What follows belongs to an exercise in optimizing a design on an open flow for small area; a production flow would make more cautious choices.
Where RTL was checked, it was by simulation tests only, not by an equivalence proof against the original.
The RTL of run 2 was laid out without a check of its function.
Power and IR drop assume default switching activity.

File: design.v
module fifo_lite #(
    parameter WIDTH = 8,
    parameter DEPTH = 16,
    localparam ADDR_WIDTH = $clog2(DEPTH)
)(
    input  logic              clk,
    input  logic              rst,
    input  logic              wr_en,
    input  logic [WIDTH-1:0]  wr_data,
    input  logic              rd_en,
    output logic [WIDTH-1:0]  head,      
    output logic              empty,
    output logic              full
);
    logic [WIDTH-1:0] mem [0:DEPTH-1];
    logic [ADDR_WIDTH:0] last;    
    logic do_wr, do_rd;
    assign empty = last[ADDR_WIDTH];
    assign full  = (last == DEPTH - 1);
    assign do_wr = wr_en && !full;
    assign do_rd = rd_en && !empty;
    assign head = mem[last[ADDR_WIDTH-1:0]];
    always_ff @(posedge clk) begin
        if (do_wr) begin
            mem[0] <= wr_data;
            for (int i = 1; i < DEPTH; i++)
                mem[i] <= mem[i-1];
        end
    end
    always_ff @(posedge clk or posedge rst) begin
        if (rst)
            last <= '1;
        else if (do_wr && !do_rd)
            last <= last + 1'b1;
        else if (do_rd && !do_wr)
            last <= last - 1'b1;
    end
endmodule
module baud_gen #(
	parameter DL_WIDTH = 16,
	parameter PSD_WIDTH = 4
) (
	input  logic                 clk,
	input  logic                 reset,              
	input  logic [DL_WIDTH-1:0]  divisor_latch,      
	input  logic [PSD_WIDTH-1:0] psd,                
	input  logic                 new_baud,           
	input  logic                 enable_sample,      
	input  logic                 enable_baud,        
	output logic        baud_tick,          
	output logic        sample_tick,        
	output logic        active              
);
	logic [3:0] seq;         
	logic       stale;
	logic       mult_done;
	logic [3:0] seq_len;
	always_comb begin
		casez (psd)
			4'b0000: seq_len = 4'd4;
			4'b000?: seq_len = 4'd5;
			4'b0010: seq_len = 4'd5;
			4'b0???: seq_len = (psd == 4'b0111) ? 4'd7 : 4'd6;
			4'b1111: seq_len = 4'd8;
			default: seq_len = 4'd7;
		endcase
	end
	always_ff @(posedge clk or posedge reset) begin
		if (reset)
			seq <= '0;
		else if (seq != 0)
			seq <= seq - 1'b1;
		else if (!mult_done)
			seq <= seq_len;
	end
	always_ff @(posedge clk or posedge reset) begin
		if (reset)
			stale <= 0;
		else if (seq == 0)
			stale <= 0;
		else if (new_baud)
			stale <= 1;
	end
	always_ff @(posedge clk or posedge reset) begin
		if (reset)
			mult_done <= 0;
		else if (new_baud)
			mult_done <= 0;
		else if (seq == 4'd1 && !stale)
			mult_done <= 1;
	end
	assign active = mult_done;
	logic [PSD_WIDTH-1:0] s_pc;
	logic [DL_WIDTH-1:0]  s_dc;
	logic s_dz, s_end, s_reload;
	assign s_dz     = (s_dc == 1);
	assign s_end    = s_dz && (s_pc == 0);
	assign s_reload = !mult_done || !enable_sample || s_end;
	always_ff @(posedge clk) begin
		if (s_reload || s_dz)
			s_dc <= divisor_latch;
		else
			s_dc <= s_dc - 1'b1;
		if (s_reload)
			s_pc <= psd;
		else if (s_dz)
			s_pc <= s_pc - 1'b1;
	end
	always_ff @(posedge clk) begin
		if (!mult_done)
			sample_tick <= 0;
		else if (enable_sample)
			sample_tick <= s_end;
	end
	logic [3:0]           b_sc;
	logic [PSD_WIDTH-1:0] b_pc;
	logic [DL_WIDTH-1:0]  b_dc;
	logic b_dz, b_pz, b_end, b_reload;
	assign b_dz     = (b_dc == 1);
	assign b_pz     = b_dz && (b_pc == 0);
	assign b_end    = b_pz && (b_sc == 0);
	assign b_reload = !mult_done || !enable_baud || b_end;
	always_ff @(posedge clk) begin
		if (b_reload || b_dz)
			b_dc <= divisor_latch;
		else
			b_dc <= b_dc - 1'b1;
		if (b_reload || b_pz)
			b_pc <= psd;
		else if (b_dz)
			b_pc <= b_pc - 1'b1;
		if (b_reload)
			b_sc <= 4'd15;
		else if (b_pz)
			b_sc <= b_sc - 1'b1;
	end
	always_ff @(posedge clk) begin
		if (!mult_done)
			baud_tick <= 0;
		else if (enable_baud)
			baud_tick <= b_end;
	end
endmodule
module uart_tx (
    input  logic        clk,
    input  logic        rst,
    input  logic [7:0]  tx_data,       
    input  logic        fifo_empty,
    output logic        tx_start,      
    input  logic [1:0]  data_len,      
    input  logic        parity_en,
    input  logic        parity_even,
    input  logic        two_stop,
    input  logic        tick,
    output logic        txd,
    output logic        enable_baud
);
    localparam logic [2:0] IDLE = 3'd0, POP = 3'd1, PEND = 3'd3, START = 3'd2,
                           DATA = 3'd6, PARITY = 3'd7, STOP1 = 3'd5, STOP2 = 3'd4;
    logic [2:0] state;
    logic [7:0] shift_reg;
    logic [3:0] bit_cnt;
    logic       parity_bit;
    logic [7:0] data_mask;
    assign txd =
        (state == START)  ? 1'b0 :
        (state == DATA)   ? shift_reg[0] :
        (state == PARITY) ? parity_bit :
                            1'b1;
    assign tx_start    = (state == POP);
    assign enable_baud = (state != IDLE) && (state != POP);
    assign data_mask = {data_len == 2'd3, data_len[1], data_len != 2'd0, 5'h1F};
    always_ff @(posedge clk) begin
        if (tx_start)
            shift_reg <= tx_data;
        else if (tick && state == DATA)
            shift_reg <= {1'b0, shift_reg[7:1]};
    end
    always_ff @(posedge clk) begin
        if (tick && state == PEND) begin
            bit_cnt    <= 0;
            parity_bit <= (^(shift_reg & data_mask)) ^ !parity_even;
        end else if (tick && state == DATA) begin
            bit_cnt <= bit_cnt + 1;
        end
    end
    always_ff @(posedge clk or posedge rst) begin
        if (rst) begin
            state <= IDLE;
        end else begin
            case (state)
                IDLE: if (!fifo_empty) state <= POP;
                POP:  state <= PEND;
                default: ;
            endcase
            if (tick) begin
                case (state)
                    PEND: state <= START;
                    START: state <= DATA;
                    DATA: begin
                        if (bit_cnt == {2'b01, data_len})
                            state <= (parity_en ? PARITY : STOP1);
                    end
                    PARITY: state <= STOP1;
                    STOP1: state <= two_stop ? STOP2 : IDLE;
                    STOP2: state <= IDLE;
                    default: ;
                endcase
            end
        end
    end
endmodule
module uart_rx (
    input  logic        clk,
    input  logic        rst,
    input  logic        rxd,
    input  logic        sample_tick,
    input  logic        stop_bits,
    input  logic        parity_en,
    input  logic        parity_even,
    input  logic [3:0]  data_bits,
    input  logic        enable,
    output logic        enable_sample,
    output logic        data_ready,
    output logic [7:0]  data_out,
    output logic        parity_err,
    output logic        framing_err
);
    localparam logic [2:0] IDLE = 3'd0, START = 3'd1, DATA = 3'd2, PARITY = 3'd3, STOP = 3'd4;
    logic [2:0] state, next_state;
    logic [3:0] bit_count;
    logic [3:0] sample_count;
    logic [7:0] shift_reg;
    logic       sampled_parity;
    logic       stop_sampled;
    logic       stop_phase;
    logic [7:0] rx_word;
    logic       rx_parity;
    logic       mid;           
    logic       last_stop;     
    assign rx_word   = shift_reg >> (4'd8 - data_bits);
    assign rx_parity = (^rx_word) ^ !parity_even;
    assign mid       = (sample_count == 15);
    assign last_stop = (stop_bits && stop_phase == 1) || !stop_bits;
    always_ff @(posedge clk or posedge rst) begin
        if (rst)
            enable_sample <= 0;
        else if (state == IDLE && !rxd)
            enable_sample <= 1;
        else if (state == STOP && next_state == IDLE)
            enable_sample <= 0;
    end
    always_ff @(posedge clk)
        state <= next_state;
    always_ff @(posedge clk or posedge rst) begin
        if (rst) begin
            next_state      <= IDLE;
            shift_reg       <= 0;
            data_ready      <= 0;
            stop_phase      <= 0;
            sampled_parity  <= 0;
        end else if (sample_tick) begin
            case (state)
                IDLE:
                    next_state <= enable_sample ? START : IDLE;
                START:
                    if (sample_count == 7)
                        next_state <= rxd ? IDLE : DATA;
                    else
                        next_state <= START;
                DATA:
                    if (mid) begin
                        shift_reg <= {rxd, shift_reg[7:1]};
                        if (bit_count == data_bits - 1)
                            next_state <= (parity_en ? PARITY : STOP);
                        else
                            next_state <= DATA;
                    end else begin
                        next_state <= DATA;
                    end
                PARITY:
                    if (mid) begin
                        sampled_parity <= rxd;
                        next_state <= STOP;
                    end else begin
                        next_state <= PARITY;
                    end
                STOP:
                    if (mid) begin
                        stop_phase <= ~stop_phase;
                        if (last_stop) begin
                            data_ready <= 1;
                            next_state <= IDLE;
                            stop_phase <= 0;
                        end else begin
                            next_state <= STOP;
                        end
                    end else begin
                        next_state <= STOP;
                    end
                default: ;
            endcase
        end else begin
            data_ready <= 0;
        end
    end
    always_ff @(posedge clk) begin
        if (sample_tick) begin
            case (state)
                IDLE: begin
                    bit_count    <= 0;
                    sample_count <= 0;
                end
                START:
                    if (sample_count == 7) begin
                        if (!rxd)
                            sample_count <= 0;
                    end else begin
                        sample_count <= sample_count + 1;
                    end
                DATA, PARITY: begin
                    sample_count <= sample_count + 1;
                    if (mid && state == DATA)
                        bit_count <= bit_count + 1;
                end
                STOP: begin
                    sample_count <= sample_count + 1;
                    if (mid) begin
                        stop_sampled <= rxd;
                        if (last_stop) begin
                            data_out <= rx_word;
                            if (stop_bits)
                                framing_err <= ~(stop_sampled & rxd);
                            else
                                framing_err <= ~rxd;
                            if (parity_en)
                                parity_err <= (sampled_parity != rx_parity);
                            else
                                parity_err <= 0;
                            stop_sampled <= 0;
                        end
                    end
                end
                default: ;
            endcase
        end
    end
endmodule
module uart_top #(
    parameter DL_WIDTH = 16,
    parameter PSD_WIDTH = 4,
    parameter FIFO_DEPTH = 16
)(
    input  logic clk,
    input  logic rst,
    input  logic rxd,
    output logic txd,
    input  logic        wr_en,
    input  logic [7:0]  wr_data,
    output logic        tx_ready,
    input  logic        rd_en,
    output logic [7:0]  rd_data,
    output logic        rx_ready,
    output logic        rx_valid,
    output logic        parity_err,
    output logic        framing_err,
    output logic        overrun_err,
    input  logic [7:0]  lcr,
    input  logic [DL_WIDTH-1:0]  divisor_latch,
    input  logic [PSD_WIDTH-1:0] psd,
    input  logic                 new_baud
);
    logic baud_tick, sample_tick;
    logic enable_baud, enable_sample;
    logic       tx_start;
    logic       tx_fifo_empty, tx_fifo_full;
    logic [7:0] tx_head;
    logic [7:0] rx_data_out;
    logic       rx_data_ready;
    logic       rx_parity_err, rx_framing_err;
    logic       rx_fifo_full, rx_fifo_empty;
    logic       rx_fifo_wr_en;
    logic [7:0] rx_head;
    logic       do_rd;
    assign tx_ready = ~tx_fifo_full;
    assign rx_ready = ~rx_fifo_empty;
    assign rx_fifo_wr_en = rx_data_ready && ~rx_fifo_full;
    assign do_rd = rd_en && ~rx_fifo_empty;
    fifo_lite #(.WIDTH(8), .DEPTH(FIFO_DEPTH)) tx_fifo (
        .clk(clk),
        .rst(rst),
        .wr_en(wr_en),
        .wr_data(wr_data),
        .rd_en(tx_start),
        .head(tx_head),
        .full(tx_fifo_full),
        .empty(tx_fifo_empty)
    );
    fifo_lite #(.WIDTH(8), .DEPTH(FIFO_DEPTH)) rx_fifo (
        .clk(clk),
        .rst(rst),
        .wr_en(rx_fifo_wr_en),
        .wr_data(rx_data_out),
        .rd_en(rd_en),
        .head(rx_head),
        .full(rx_fifo_full),
        .empty(rx_fifo_empty)
    );
    always_ff @(posedge clk) begin
        if (rst)
            rd_data <= '0;
        else if (do_rd)
            rd_data <= rx_head;
    end
    always_ff @(posedge clk)
        rx_valid <= do_rd;
    baud_gen #(
        .DL_WIDTH(DL_WIDTH),
        .PSD_WIDTH(PSD_WIDTH)
    ) baud_gen_inst (
        .clk(clk),
        .reset(rst),
        .divisor_latch(divisor_latch),
        .psd(psd),
        .new_baud(new_baud),
        .enable_sample(enable_sample),
        .enable_baud(enable_baud),
        .baud_tick(baud_tick),
        .sample_tick(sample_tick),
        .active()
    );
    uart_tx tx_inst (
        .clk(clk),
        .rst(rst),
        .tx_data(tx_head),
        .fifo_empty(tx_fifo_empty),
        .tx_start(tx_start),
        .data_len(lcr[1:0]),
        .parity_en(lcr[3]),
        .parity_even(lcr[4]),
        .two_stop(lcr[2]),
        .tick(baud_tick),
        .txd(txd),
        .enable_baud(enable_baud)
    );
    uart_rx rx_inst (
        .clk(clk),
        .rst(rst),
        .rxd(rxd),
        .sample_tick(sample_tick),
        .stop_bits(lcr[2]),
        .parity_en(lcr[3]),
        .parity_even(lcr[4]),
        .data_bits(4'd5 + {2'b00, lcr[1:0]}),
        .enable(1'b1),
        .enable_sample(enable_sample),
        .data_ready(rx_data_ready),
        .data_out(rx_data_out),
        .parity_err(rx_parity_err),
        .framing_err(rx_framing_err)
    );
    always_ff @(posedge clk) begin
        parity_err   <= rx_data_ready && rx_parity_err;
        framing_err  <= rx_data_ready && rx_framing_err;
        overrun_err  <= rx_data_ready && rx_fifo_full;
    end
endmodule
module axi_ui #(
    parameter DL_WIDTH = 16,
    parameter PSD_WIDTH = 4,
    parameter FIFO_DEPTH = 16
)(
    input  logic clk,
    input  logic rst,
    input  logic [31:0] awaddr,
    input  logic        awvalid,
    output logic        awready,
    input  logic [31:0] wdata,
    input  logic [3:0]  wstrb,
    input  logic        wvalid,
    output logic        wready,
    output logic        bvalid,
    output logic [1:0]  bresp,
    input  logic        bready,
    input  logic [31:0] araddr,
    input  logic        arvalid,
    output logic        arready,
    output logic [31:0] rdata,
    output logic        rvalid,
    output logic [1:0]  rresp,
    input  logic        rready,
    output logic [7:0]  thr_out,
    output logic [7:0]  lcr_out,
    output logic [7:0]  dll_out,
    output logic [7:0]  dlm_out,
    output logic [7:0]  psd_out,
    output logic        wr_en,
    input  logic [7:0]  rd_data,
    input  logic        tx_ready,
    input  logic        rx_ready,
    input  logic        rx_valid,
    output logic        rd_en,
    input  logic        parity_err,
    input  logic        framing_err,
    input  logic        overrun_err,
    output logic        new_baud,
    output logic irq,
    output logic irq_n
);
    logic [7:0] ier;     
    logic [7:0] lcr;     
    logic [7:0] mcr;     
    logic [7:0] spr;     
    logic [7:0] dll;     
    logic [7:0] dlm;     
    logic [7:0] psd;     
    logic lsr_data_ready, lsr_overrun_err, lsr_parity_err, lsr_framing_err;
    logic lsr_thr_empty;
    logic [7:0] lsr;
    logic isr_a, isr_b, isr_none;
    logic dlab;
    logic [2:0] addr;        
    logic [7:0] axi_wr_data;
    logic axi_wr_en, axi_wr_en_d, axi_rd_en;
    logic rhr_has_data;
    logic rhr_read;
    logic [7:0] reg_rd;
    assign dlab    = lcr[7];
    assign thr_out = axi_wr_data;
    assign lcr_out = lcr;
    assign dll_out = dll;
    assign dlm_out = dlm;
    assign psd_out = psd;
    assign lsr = {1'b0, lsr_thr_empty, lsr_thr_empty, 1'b0,
                  lsr_framing_err, lsr_parity_err, lsr_overrun_err, lsr_data_ready};
    assign isr_none = !(isr_a || isr_b);
    assign irq   = !isr_none;
    assign irq_n = isr_none;
    assign bresp = 2'b00;
    assign rresp = 2'b00;
    logic [7:0] rdata_q;
    assign rdata = {24'd0, rdata_q};
    assign wready = awready;
    assign rd_en = (rx_ready && !rhr_has_data && !rx_valid);
    always_comb begin
        case (addr)
            3'd0: reg_rd = dlab ? dll : rd_data;
            3'd1: reg_rd = dlab ? dlm : ier;
            3'd2: reg_rd = {3'b000, 1'b0, isr_a, isr_b, isr_none, isr_none};
            3'd3: reg_rd = lcr;
            3'd4: reg_rd = mcr;
            3'd5: reg_rd = dlab ? psd : lsr;
            3'd6: reg_rd = 8'h00;
            default: reg_rd = spr;
        endcase
    end
    assign rhr_read = axi_rd_en && (addr == 3'd0) && !dlab;
    always_ff @(posedge clk) begin
        if (awready)
            axi_wr_data <= wdata[7:0];
        if (awready)
            addr <= awaddr[2:0];
        else if (arvalid && !arready)
            addr <= araddr[2:0];
    end
    always_ff @(posedge clk) begin
        axi_wr_en   <= awready;
        axi_wr_en_d <= axi_wr_en;
    end
    assign wr_en    = axi_wr_en_d && addr == 3'd0 && !dlab;
    assign new_baud = axi_wr_en_d && dlab && (addr == 3'd0 || addr == 3'd1 || addr == 3'd5);
    always_ff @(posedge clk or posedge rst) begin
        if (rst) begin
            awready <= 0;
            bvalid  <= 0;
        end else begin
            awready <= !awready && awvalid;
            if (axi_wr_en)
                bvalid <= 1;
            else if (bready)
                bvalid <= 0;
        end
    end
    logic [7:0] wd_z;        
    logic [7:0] wd_lcr;      
    logic [7:0] wd_dll;      
    logic       we_dll, we_dlm, we_ier, we_lcr, we_mcr, we_psd, we_spr;
    assign wd_z   = axi_wr_data & {8{!rst}};
    assign wd_lcr = {wd_z[7:2], axi_wr_data[1:0] | {2{rst}}};
    assign wd_dll = {wd_z[7:1], axi_wr_data[0] | rst};
    assign we_dll = rst || (axi_wr_en && addr == 3'd0 && dlab);
    assign we_dlm = rst || (axi_wr_en && addr == 3'd1 && dlab);
    assign we_ier = rst || (axi_wr_en && addr == 3'd1 && !dlab);
    assign we_lcr = rst || (axi_wr_en && addr == 3'd3);
    assign we_mcr = rst || (axi_wr_en && addr == 3'd4);
    assign we_psd = rst || (axi_wr_en && addr == 3'd5 && dlab);
    assign we_spr = rst || (axi_wr_en && addr[2:1] == 2'b11);
    always_ff @(posedge clk) begin
        if (we_dll) dll <= wd_dll;
        if (we_dlm) dlm <= wd_z;
        if (we_ier) ier <= wd_z;
        if (we_lcr) lcr <= wd_lcr;
        if (we_mcr) mcr <= wd_z;
        if (we_psd) psd <= wd_z;
        if (we_spr) spr <= wd_z;
    end
    assign axi_rd_en = arready;
    always_ff @(posedge clk or posedge rst) begin
        if (rst) begin
            arready    <= 0;
            rvalid     <= 0;
            rdata_q <= 0;
        end else begin
            arready <= arvalid && !arready;
            if (axi_rd_en) begin
                rvalid     <= 1;
                rdata_q <= reg_rd;
            end else if (rready) begin
                rvalid <= 0;
            end
        end
    end
    always_ff @(posedge clk or posedge rst) begin
        if (rst) begin
            rhr_has_data <= 0;
        end else if (rhr_read) begin
            rhr_has_data <= 0;
        end else if (rx_valid) begin
            rhr_has_data <= 1;
        end
    end
    always_ff @(posedge clk) begin
        lsr_data_ready  <= rhr_has_data;
        lsr_overrun_err <= overrun_err;
        lsr_parity_err  <= parity_err;
        lsr_framing_err <= framing_err;
        lsr_thr_empty   <= tx_ready;
    end
    always_ff @(posedge clk or posedge rst) begin
        if (rst) begin
            isr_a <= 0;
            isr_b <= 0;
        end else begin
            if (ier[2] && (parity_err || framing_err || overrun_err)) begin
                isr_a <= 1;
                isr_b <= 1;
            end else if (ier[0] && rhr_has_data) begin
                isr_a <= 1;
                isr_b <= 0;
            end else if (ier[1] && tx_ready) begin
                isr_a <= 0;
                isr_b <= 1;
            end else begin
                isr_a <= 0;
                isr_b <= 0;
            end
        end
    end
endmodule
module uart_16550 #(
    parameter DL_WIDTH = 16,
    parameter PSD_WIDTH = 4,
    parameter FIFO_DEPTH = 16
)(
    input  logic clk,
    input  logic rst,
    input  logic [31:0] awaddr,
    input  logic        awvalid,
    output logic        awready,
    input  logic [31:0] wdata,
    input  logic [3:0]  wstrb,
    input  logic        wvalid,
    output logic        wready,
    output logic        bvalid,
    output logic [1:0]  bresp,
    input  logic        bready,
    input  logic [31:0] araddr,
    input  logic        arvalid,
    output logic        arready,
    output logic [31:0] rdata,
    output logic        rvalid,
    output logic [1:0]  rresp,
    input  logic        rready,
    output logic irq,
    output logic irq_n,
    input  logic rxd,
    output logic txd
);
    logic [7:0] thr, lcr, dll, dlm, psd;
    logic wr_en, rd_en;
    logic [7:0] rd_data;
    logic tx_ready, rx_ready, rx_valid;
    logic parity_err, framing_err, overrun_err;
    logic new_baud;
    uart_top #(
        .DL_WIDTH(DL_WIDTH),
        .PSD_WIDTH(PSD_WIDTH),
        .FIFO_DEPTH(FIFO_DEPTH)
    ) uart_core (
        .clk(clk),
        .rst(rst),
        .rxd(rxd),
        .txd(txd),
        .wr_en(wr_en),
        .wr_data(thr),
        .tx_ready(tx_ready),
        .rd_en(rd_en),
        .rd_data(rd_data),
        .rx_ready(rx_ready),
        .rx_valid(rx_valid),
        .parity_err(parity_err),
        .framing_err(framing_err),
        .overrun_err(overrun_err),
        .lcr(lcr),
        .divisor_latch({dlm, dll}),
        .psd(psd[3:0]),
        .new_baud(new_baud)
    );
    axi_ui #(
        .DL_WIDTH(DL_WIDTH),
        .PSD_WIDTH(PSD_WIDTH),
        .FIFO_DEPTH(FIFO_DEPTH)
    ) ui (
        .clk(clk),
        .rst(rst),
        .awaddr(awaddr),
        .awvalid(awvalid),
        .awready(awready),
        .wdata(wdata),
        .wvalid(wvalid),
        .wstrb(wstrb),
        .wready(wready),
        .bvalid(bvalid),
        .bresp(bresp),
        .bready(bready),
        .araddr(araddr),
        .arvalid(arvalid),
        .arready(arready),
        .rdata(rdata),
        .rvalid(rvalid),
        .rresp(rresp),
        .rready(rready),
        .thr_out(thr),
        .lcr_out(lcr),
        .dll_out(dll),
        .dlm_out(dlm),
        .psd_out(psd),
        .wr_en(wr_en),
        .rd_en(rd_en),
        .rd_data(rd_data),
        .tx_ready(tx_ready),
        .rx_ready(rx_ready),
        .rx_valid(rx_valid),
        .parity_err(parity_err),
        .framing_err(framing_err),
        .overrun_err(overrun_err),
        .new_baud(new_baud),
        .irq(irq),
        .irq_n(irq_n)
    );
endmodule
File: flow/run.sh
#!/bin/bash
# The standard layout (standard.sh), with four changes:
#  - the logic is mapped by an area-oriented ABC script (flow/area.script);
#    synthesis is otherwise the standard flow's own (flow/synth_area.tcl repeats
#    synth_recipe.tcl and only swaps the ABC script),
#  - ports are buffered with the smallest buffer,
#  - clock tree synthesis inserts no dummy loads,
#  - the constant outputs share one tie cell.
# Each tool's output goes to its ORFS log under orfs/logs; make's output
# goes to standard.log here.
set -euo pipefail
here=$(pwd)
diff <(tail -n +2 synth_recipe.tcl) <(grep -v '^ *#' flow/synth_area.tcl | sed -n '/^source/,$p') > synth_diff.log || true
bash standard.sh \
  SYNTH_SCRIPT=$here/flow/synth_area.tcl \
  "BUFFER_PORTS_ARGS=-buffer_cell sky130_fd_sc_hd__buf_1" \
  "CTS_ARGS=-sink_clustering_enable -repair_clock_nets -sink_clustering_size 34 -sink_clustering_max_diameter 60 -buf_list sky130_fd_sc_hd__clkbuf_16 -dont_use_dummy_load" \
  SKIP_REPAIR_TIE_FANOUT=1 \
  finish > standard.log 2>&1
File: flow/area.script
strash
&get -n
&fraig -x
&put
scorr
dc2
dretime
strash
&get -n
&syn2
&dch -f
&nf -a -R 1000
&put
&get -n
&dch -f
&nf -a -R 1000
&put
File: flow/synth_area.tcl
proc synth {args} { yosys synth -nofsm -noshare {*}$args }
# Map the logic with an area-oriented ABC script (the flip-flops are mapped
# before this step and are left as the standard synthesis makes them)
set ::area_abc_script [file join [file dirname [file normalize [info script]]] area.script]
proc abc {args} {
  set i [lsearch -exact $args -script]
  if { $i >= 0 } { lset args [expr { $i + 1 }] $::area_abc_script }
  yosys abc {*}$args
}
source $::env(SCRIPTS_DIR)/synth.tcl
# left out here: clear keep_hierarchy, flatten, clean up, hide names made inside functions, write 1_2_yosys.v
File: standard.sh
#!/bin/bash
# synth_recipe.tcl (not shown) runs the flow's synth.tcl, then flattens the netlist and writes it again
# the make line also repeats each setting of config.mk as NAME=value (left out here)
make -C /OpenROAD-flow-scripts/flow DESIGN_CONFIG=/design/flow/config.mk WORK_HOME=/design/flow/orfs CLKGATE_MAP_FILE= SYNTH_SCRIPT=/design/flow/synth_recipe.tcl "${@:-finish}"
File: config.mk
export PLATFORM = sky130hd
export DESIGN_NAME = uart_16550
export DESIGN_NICKNAME = uart_16550
export VERILOG_FILES = /design/flow/design.v
export SDC_FILE = /design/flow/constraint.sdc
export NUM_CORES = 4
export LEC_CHECK = 0
export CAP_MARGIN = 20
export CORE_MARGIN = 2
export CORE_UTILIZATION = 65
export CTS_BUF_LIST = sky130_fd_sc_hd__clkbuf_16
export CTS_CLUSTER_DIAMETER = 80
export CTS_CLUSTER_SIZE = 30
export PLACE_DENSITY = 0.75
export SLEW_MARGIN = 20
File: constraint.sdc
create_clock -name core_clock -period 6.0 [get_ports {clk}]
set_input_delay 1.2000 -clock core_clock [delete_from_list [all_inputs] [get_ports {clk}]]
set_output_delay 1.2000 -clock core_clock [all_outputs]
set_load 0.01 [all_outputs]
==> flow_metrics.tcl, run 1 <==
set metrics [dict create \
    overflow 0 \
    cp_max_fo 54 \
    synth_xor_area_share_pct 2.96 \
    drt_wl_total_um 43100 \
    synthToLayoutAreaGrowth_pct 7.15 \
    path_clk_slew_ps 90 \
    final_cell_mix "edfxtp_1 (359), nor2_1 (117), nand2_1 (109)" \
    power_switching_w 0.00223 \
    cp-end-kind "flip-flop" \
    fillCellCount 1941 \
    clockRootBuffer "clkbuf_16" \
    io_buffers 36 \
    ys_ff_latch 472 \
    busiest_layer "met2" \
    insertion_delay_ps 530 \
    startpoint_type "flip-flop" \
    path_class "flip-flop to flip-flop" \
    p_leak_nw 7.01 \
    final_util_pct 71.2 \
    ios 152 \
    num_antenna_cells 0 \
    rsz0062_at_grt "false" \
    avgSynthCellArea_sq_um 13.7 \
    synth_compound_area_share_pct 11.3 \
    required_ps 6450 \
    die_x_um 176 \
    start_util_pct 66.5 \
    die_h_um 176 \
    largestRegisters "uart_core.rx_fifo.mem: 128 flops, uart_core.tx_fifo.mem: 128 flops" \
    via_per_inst 6.71 \
    dpl.hpwl_um 28700 \
    first_pass_iters 8 \
    dieArea_sq_mm 0.0310 \
    slew_viol_final 0 \
    hold_violations 0 \
    synth-main-ff-cell "edfxtp_1" \
    via_count 12400 \
    hp-class "flip-flop to flip-flop" \
    arrival_ps 4290 \
    synth_cell_type_count 56 \
    r2r_slack_ps 2170 \
    power.share.switching_pct 29.3 \
    whs_path_depth 0 \
    core_area_sq_mm 0.0289 \
    synth_top_family_by_area "compound AO/OA/AOI/OAI gates" \
    use_met3_pct 3.77 \
    grt_pass1_wl_um 67500 \
    ir_drop_mv 0.276 \
    grt_util_met2_pct 44.2 \
    clock_skew_ps 36.7 \
    synthMuxAreaShare_pct 2.87 \
    rows 62 \
    synth-async-reset-ratio_pct 10.4 \
    grt_max_degree 77 \
    syn_inst 1408 \
    clkSinkCount 472 \
    numCtsBuffers 34 \
    synth_edf_count 359 \
    post-route-period-util_pct 63.9 \
    seqPwrFrac_pct 55.5 \
    grt_usage_pct 28.3 \
    period_minus_slack_ps 3830 \
    drive_above_1_share_pct 4.44 \
    ys_seq_area_share_pct 69.2 \
    wl_per_cell_um 23.3 \
    drt_iter0_drc 1659 \
    antenna_found_initial 0 \
    gr-usage-met1_pct 41.7 \
    power_density_mw_per_mm2 369 \
    ctsLongestPathBuffers 3 \
    ff2ff_path_depth 12 \
    cts_resized 0 \
    fin_tns_setup_ps 0 \
    htreeDepth 2 \
    grt_pass1_vias 12000 \
    internal_power_w 0.00537 \
    combinationalPowerShare_pct 17.9 \
    synthAdderAreaFrac_pct 1.83 \
    fmaxAchievable_mhz 261 \
    drv_cap 0 \
    max_slew_margin_pct 23.8 \
    layout_commonest_cell "edfxtp_1" \
    outcome "complete, no violations" \
    yosys.area_share.simple_pct 10.2 \
    cts_tree "built" \
    ctsHoldBuffers 0 \
    worstMarginPinSlew_ps 1110 \
    setup_violations 0 \
    p_clk_share_pct 26.6 \
    cts_setup_buffers 0 \
    gp_congestion 0.891 \
    yosys_warnings 7 \
    syn_area_sq_mm 0.0192 \
    fin_nets 1601 \
    drcViolationCount 0 \
    postRouteAntennaNets 0 \
]
==> kinds of logic after synthesis <==
group,Yosys count
compound gates,316
xor+xnor,65
fa+ha+maj,27
buf+inv,58
flops,472
mux,52
other cells,1
simple gates,417
==> power groups by stage <==
stage | registers [W] | logic (W) | clock network (W)
after floorplan | 0.00416 | 0.00101 | 0
final | 0.00422 | 0.00136 | 0.00202
after detailed placement | 0.00427 | 0.00134 | 0
after global placement | 0.00426 | 0.00129 | 0
after CTS | 0.00421 | 0.00135 | 0.00205
after global routing | 0.00426 | 0.00153 | 0.00215
==> through the flow <==
step	setup WS, ps	hold WS [ps]	instances	cell area [sq um]	total power [W]
after detailed placement	2260	359	1814	19700	0.00561
after global routing	2010	385	1848	20600	0.00794
after floorplan	45.5	331	1408	19200	0.00517
after global placement	2350	342	1811	19700	0.00555
final	2170	369	1848	20600	0.00759
after CTS	2230	374	1848	20600	0.00760
==> layer usage <==
layer	vias up	part of all wire (%)	wire length (um)
li1	5508	-	-
met1	6120	42	18200
met2	661	46	19800
met3	119	8.1	3500
met4	0	3.7	1590
met5	-	0	0
==> cells in the mapped netlist, types with 6 or more instances <==
master     number  area [sq um]
dfstp_2        10           263
edfxtp_1      359         10800
clkinv_1       29           109
xnor2_1        41           359
nor2b_1        26           163
a21o_1         10          75.1
o211ai_1        7          52.6
buf_4          29           218
a32o_1          7          70.1
o22ai_1         8          50.1
nand4_1        15          93.8
xor2_1         24           210
nor3_1         46           230
and2_0         12          75.1
a22o_1         15           131
nor2_1        117           439
a32oi_1        20           175
a22oi_1        34           255
and3_1         16           100
a221oi_1       23           201
nand3_1        26           130
o21ai_0        65           325
dfrtp_1        39           976
dfxtp_1        64          1280
a31oi_1        13          81.3
ha_1           25           313
o22a_1          6          52.6
nand2b_1       20           125
o2111ai_1       8          70.1
nor4_1         13          81.3
nand2_1       110           413
a21oi_1        65           325
mux2_1         25           282
mux2i_1        27           270
==> worst max-delay path, stage by stage (launching register included) <==
cell and delay, ps:
dfstp_2 980, nand2_1 240, nor3_1 600, nor2b_4 60, buf_4 340, ha_1 340
clkinv_1 130, ha_1 290, a21o_1 190, a21oi_1 170, xnor2_1 80, nor2_1 110
xor2_1 170
==> worst paths after layout <==
| kind | end | from |
|---|---|---|
| min | ui.lsr_parity_err | uart_core.parity_err |
| min in group asynchronous | ui.rdata_q[2] | rst |
| max reg2reg | uart_core.rx_fifo.last[4] | uart_core.rx_fifo.last[2] |
| min reg2reg | ui.lsr_parity_err | uart_core.parity_err |
| max | uart_core.rx_fifo.last[4] | uart_core.rx_fifo.last[2] |
| max in group asynchronous | uart_core.tx_fifo.last[1] | rst |
==> layout make-up <==
type | count | area [sq um] | area share, %
timing repair buffer | 51 | 240 | 1.17
tap | 384 | 480 | 2.33
inverter | 29 | 109 | 0.528
sequential | 472 | 13300 | 64.5
multi-input combinational | 878 | 5630 | 27.3
clock buffer | 34 | 851 | 4.13
==> run 2, diff against run 1 <==
--- a/design.v
+++ b/design.v
@@ -92,19 +92,19 @@
 	assign active = mult_done;
 	logic [PSD_WIDTH-1:0] s_pc;
 	logic [DL_WIDTH-1:0]  s_dc;
-	logic s_dz, s_end, s_reload;
-	assign s_dz     = (s_dc == 1);
-	assign s_end    = s_dz && (s_pc == 0);
-	assign s_reload = !mult_done || !enable_sample || s_end;
+	logic s_pz, s_end;
+	assign s_pz  = (s_pc == 0);
+	assign s_end = s_pz && (s_dc == 1);
 	always_ff @(posedge clk) begin
-		if (s_reload || s_dz)
+		if (!mult_done || !enable_sample || s_end) begin
+			s_pc <= psd;
 			s_dc <= divisor_latch;
-		else
-			s_dc <= s_dc - 1'b1;
-		if (s_reload)
+		end else if (s_pz) begin
 			s_pc <= psd;
-		else if (s_dz)
+			s_dc <= s_dc - 1'b1;
+		end else begin
 			s_pc <= s_pc - 1'b1;
+		end
 	end
 	always_ff @(posedge clk) begin
 		if (!mult_done)
@@ -115,24 +115,22 @@
 	logic [3:0]           b_sc;
 	logic [PSD_WIDTH-1:0] b_pc;
 	logic [DL_WIDTH-1:0]  b_dc;
-	logic b_dz, b_pz, b_end, b_reload;
-	assign b_dz     = (b_dc == 1);
-	assign b_pz     = b_dz && (b_pc == 0);
-	assign b_end    = b_pz && (b_sc == 0);
-	assign b_reload = !mult_done || !enable_baud || b_end;
+	logic b_sz, b_pz, b_end;
+	assign b_sz  = (b_sc == 0);
+	assign b_pz  = b_sz && (b_pc == 0);
+	assign b_end = b_pz && (b_dc == 1);
 	always_ff @(posedge clk) begin
-		if (b_reload || b_dz)
-			b_dc <= divisor_latch;
-		else
-			b_dc <= b_dc - 1'b1;
-		if (b_reload || b_pz)
-			b_pc <= psd;
-		else if (b_dz)
-			b_pc <= b_pc - 1'b1;
-		if (b_reload)
+		if (!mult_done || !enable_baud || b_end) begin
 			b_sc <= 4'd15;
-		else if (b_pz)
+			b_pc <= psd;
+			b_dc <= divisor_latch;
+		end else begin
 			b_sc <= b_sc - 1'b1;
+			if (b_sz)
+				b_pc <= b_pz ? psd : b_pc - 1'b1;
+			if (b_pz)
+				b_dc <= b_dc - 1'b1;
+		end
 	end
 	always_ff @(posedge clk) begin
 		if (!mult_done)
==> flow/run.sh (replaced) <==
#!/bin/bash
# The standard layout (standard.sh), with three changes:
#  - the logic is mapped by an area-oriented ABC script (flow/area.script);
#    synthesis is otherwise the standard flow's own (flow/synth_area.tcl repeats
#    synth_recipe.tcl and only swaps the ABC script),
#  - ports are buffered with the smallest buffer,
#  - clock tree synthesis inserts no dummy loads.
# Each tool's output goes to its ORFS log under orfs/logs; make's output
# goes to standard.log here.
set -euo pipefail
here=$(pwd)
diff <(tail -n +2 synth_recipe.tcl) <(grep -v '^ *#' flow/synth_area.tcl | sed -n '/^source/,$p') > synth_diff.log || true
bash standard.sh \
  SYNTH_SCRIPT=$here/flow/synth_area.tcl \
  "BUFFER_PORTS_ARGS=-buffer_cell sky130_fd_sc_hd__buf_1" \
  "CTS_ARGS=-sink_clustering_enable -repair_clock_nets -sink_clustering_size 30 -sink_clustering_max_diameter 80 -buf_list sky130_fd_sc_hd__clkbuf_16 -dont_use_dummy_load" \
  finish > standard.log 2>&1
==> flow/area.script (replaced) <==
strash
&get -n
&fraig -x
&put
scorr
dc2
dretime
strash
&get -n
&syn2
&dch -f
&nf -a -R 1000
&put
==> run 2 against run 1 <==
Largest power group unchanged. Worst setup slack worse by 210 ps. Highest routed layer unchanged. Via count shrank 0.60%. Synthesized cell count stayed put. Die area up 1.9%. Non-clock buffer count is 7 lower. Still clean. Critical path depth shrank 1. Flip-flop and latch count unchanged. Final area is 0.53% higher.
==> flow_metrics.tcl, run 2 <==
set metrics [dict create \
    syn_area_sq_mm 0.0196 \
    drive_above_1_share_pct 3.20 \
    clkSinkCount 472 \
    ys_top_cells_by_count "edfxtp_1 (387), nor2_1 (123), nand2_1 (116)" \
    cp_max_fo 78 \
    synthToLayoutAreaGrowth_pct 5.63 \
    clock_skew_ps 36.4 \
    num_antenna_cells 0 \
    rows 63 \
    grt_usage_pct 27.8 \
    wl_per_cell_um 23.3 \
    synth_top_area_cell "edfxtp_1" \
    final_cell_mix "edfxtp_1 (387), nor2_1 (122), nand2_1 (116)" \
    cp-end-kind "flip-flop" \
    via_count 12300 \
    dpl.hpwl_um 29500 \
    avgSynthCellArea_sq_um 13.9 \
    ctsHoldBuffers 0 \
    core_area_sq_mm 0.0296 \
    crit_chain "or3_1 -> nor2_1 -> and3_4 -> ha_1 -> clkinv_1 -> fa_1 -> a21o_1 -> a21oi_1 -> xnor2_1 -> nor2_1 -> xor2_1" \
    placed_cell_area_sq_mm 0.0202 \
    grt_pass1_vias 11700 \
    period_minus_slack_ps 4040 \
    clockRootBuffer "clkbuf_16" \
    gp_congestion 0.904 \
    p_leak_nw 6.89 \
    startpoint_type "flip-flop" \
    drt_wl_total_um 43300 \
    hp-class "flip-flop to flip-flop" \
    fin_nets 1606 \
    start_util_pct 66.2 \
    power_density_mw_per_mm2 358 \
    io_buffers 36 \
    slew_viol_final 0 \
    arrival_ps 4540 \
    setup_violations 0 \
    postRouteAntennaNets 0 \
    hold_violations 0 \
    drcViolationCount 0 \
    worst_path_max_delay_cell "and3_4" \
    max_slew_margin_pct 26.1 \
    syn_inst 1408 \
    drv_cap 0 \
    ys_ff_latch 472 \
    regArea_sq_mm 0.0136 \
    required_ps 6490 \
    cts_setup_buffers 0 \
    synth_most_common_cell "edfxtp_1" \
    layout_commonest_cell "edfxtp_1" \
    synth_edf_count 387 \
    ys_seq_area_share_pct 69.2 \
    grt_pass1_wl_um 66800 \
    outcome "complete, no violations" \
    numCtsBuffers 21 \
    overflow 0 \
    die_h_um 178 \
    worstMarginPinSlew_ps 1110 \
    cts_resized 0 \
    fmaxAchievable_mhz 247 \
    htreeDepth 1 \
    dieArea_sq_mm 0.0316 \
    synth_area_leaders "edfxtp_1 (59%), dfrtp_1 (5.0%), dfxtp_1 (3.7%), nor2_1 (2.4%), nand2_1 (2.2%)" \
    largestRegisters "uart_core.rx_fifo.mem: 128 flops, uart_core.tx_fifo.mem: 128 flops" \
    die_x_um 178 \
    multi_input_area_sq_mm 0.00582 \
    fin_area_sq_mm 0.0207 \
    ir_drop_mv 0.236 \
    path_clk_slew_ps 110 \
    antenna_found_initial 1 \
    synth_top_area_share_pct 59.3 \
    ctsLongestPathBuffers 3 \
    synth_cell_type_count 58 \
    yosys_warnings 7 \
    rsz0062_at_grt "false" \
    fin_tns_setup_ps 0 \
    fillCellCount 2044 \
    post-route-period-util_pct 67.4 \
    synth-main-ff-cell "edfxtp_1" \
    via_per_inst 6.63 \
    insertion_delay_ps 540 \
    critPathMaxStageDelay_ps 900 \
    grt_max_degree 79 \
    ios 152 \
    cp_common_cell "nor2_1" \
    path_class "flip-flop to flip-flop" \
    synth-async-reset-ratio_pct 10.4 \
    total_power_w 0.00741 \
    drt_iter0_drc 1648 \
    first_pass_iters 6 \
    cts_tree "built" \
]
run 2: critical path: cells and delay by family, from the launching register on:
family	cells	cell delay (ps)
buffers and inverters	1	170
DFF	1	550
AOI/OAI and AO/OA	2	360
xor gates and xnor gates	2	230
and+or+nand+nor	4	1800
adders and majority gates	2	840
run 2: worst paths after layout:
path	start	endpoint	slack, ps	depth (start not counted)
min	uart_core.framing_err	ui.lsr_framing_err	360	0
max	ui.addr[1]	uart_core.tx_fifo.last[4]	1960	11
max reg2reg	ui.addr[1]	uart_core.tx_fifo.last[4]	1960	11
min reg2reg	uart_core.framing_err	ui.lsr_framing_err	360	0
max in group asynchronous	rst	uart_core.rx_fifo.last[4]	4130	3
min in group asynchronous	rst	ui.awready	930	2
run 2: stage by stage:
stage / instances / hold WS [ps] / utilization, % / setup WS [ps]
CTS: 1861 / 358 / 69.9 / 1930
global route: 1861 / 361 / 69.9 / 1600
finish: 1861 / 359 / 69.9 / 1960
detailed placement: 1840 / 338 / 68.1 / 1930
floorplan: 1435 / 331 / - / 18.2
global placement: 1840 / 336 / 68.1 / 2000
run 2: logic make-up after synthesis:
kind of cell	after synthesis	share of synthesized area [%]
flip-flops	472	69.2
AND/OR/NAND/NOR	413	9.89
AO/OA/AOI/OAI	328	11.7
XOR/XNOR	62	2.84
buffers and inverters	58	1.67
multiplexers	49	2.96
adder cells (fa/ha/maj)	25	1.67
other	1	0.0191
run 2: area by class of cell:
type / count / share of cell area [%]
sequential: 472 / 65.6
clock buffer: 21 / 2.54
timing repair buffer: 44 / 0.942
multi-input combinational: 905 / 28.1
inverter: 29 / 0.525
tap: 390 / 2.36
run 2: metal layers:
metal	vias up	wire length (um)	GRT usage, %	part of all wire, %
li1	5529	-	-	-
met1	6131	18400	41.2	43
met2	590	20300	43.4	47
met3	84	3380	4.09	7.8
met4	0	1180	8.44	2.7
met5	-	0	0	0
run 2: power breakdown:
group          total [W]  internal, W  switching, W  leakage [nW]
sequential       0.00440      0.00394      0.000452          4.48
combinational    0.00146     0.000570      0.000894          2.16
clock            0.00155     0.000631      0.000923         0.259
total            0.00741      0.00515       0.00227          6.89

## what the ideal ports hide
The results above use ideal ports. As a check the final layouts listed here were re-extracted and re-timed, cells and wires unchanged. Step 1, drivers: a clkbuf_16 drives clk and a buf_2 each remaining input, both assumed. Step 2 adds t to the input delays and takes it off the output delays; t is the mean of the earliest and latest rising clock arrival at the registers after step 1. Input paths then give back, and output paths get back, about the clock's delay inside the block. Slacks: ideal / step 1 / step 2; pairs: ideal / step 1.
| run | t, ns | setup slack, ns | latest minus earliest clock arrival (ns) |
|---|---|---|---|
| run 1 | 0.564 | 2.168 / 2.168 / 2.168 | 0.041 / 0.041 |
| run 2 | 0.587 | 1.957 / 1.957 / 1.957 | 0.065 / 0.065 |
After both steps every run listed still meets setup and hold.
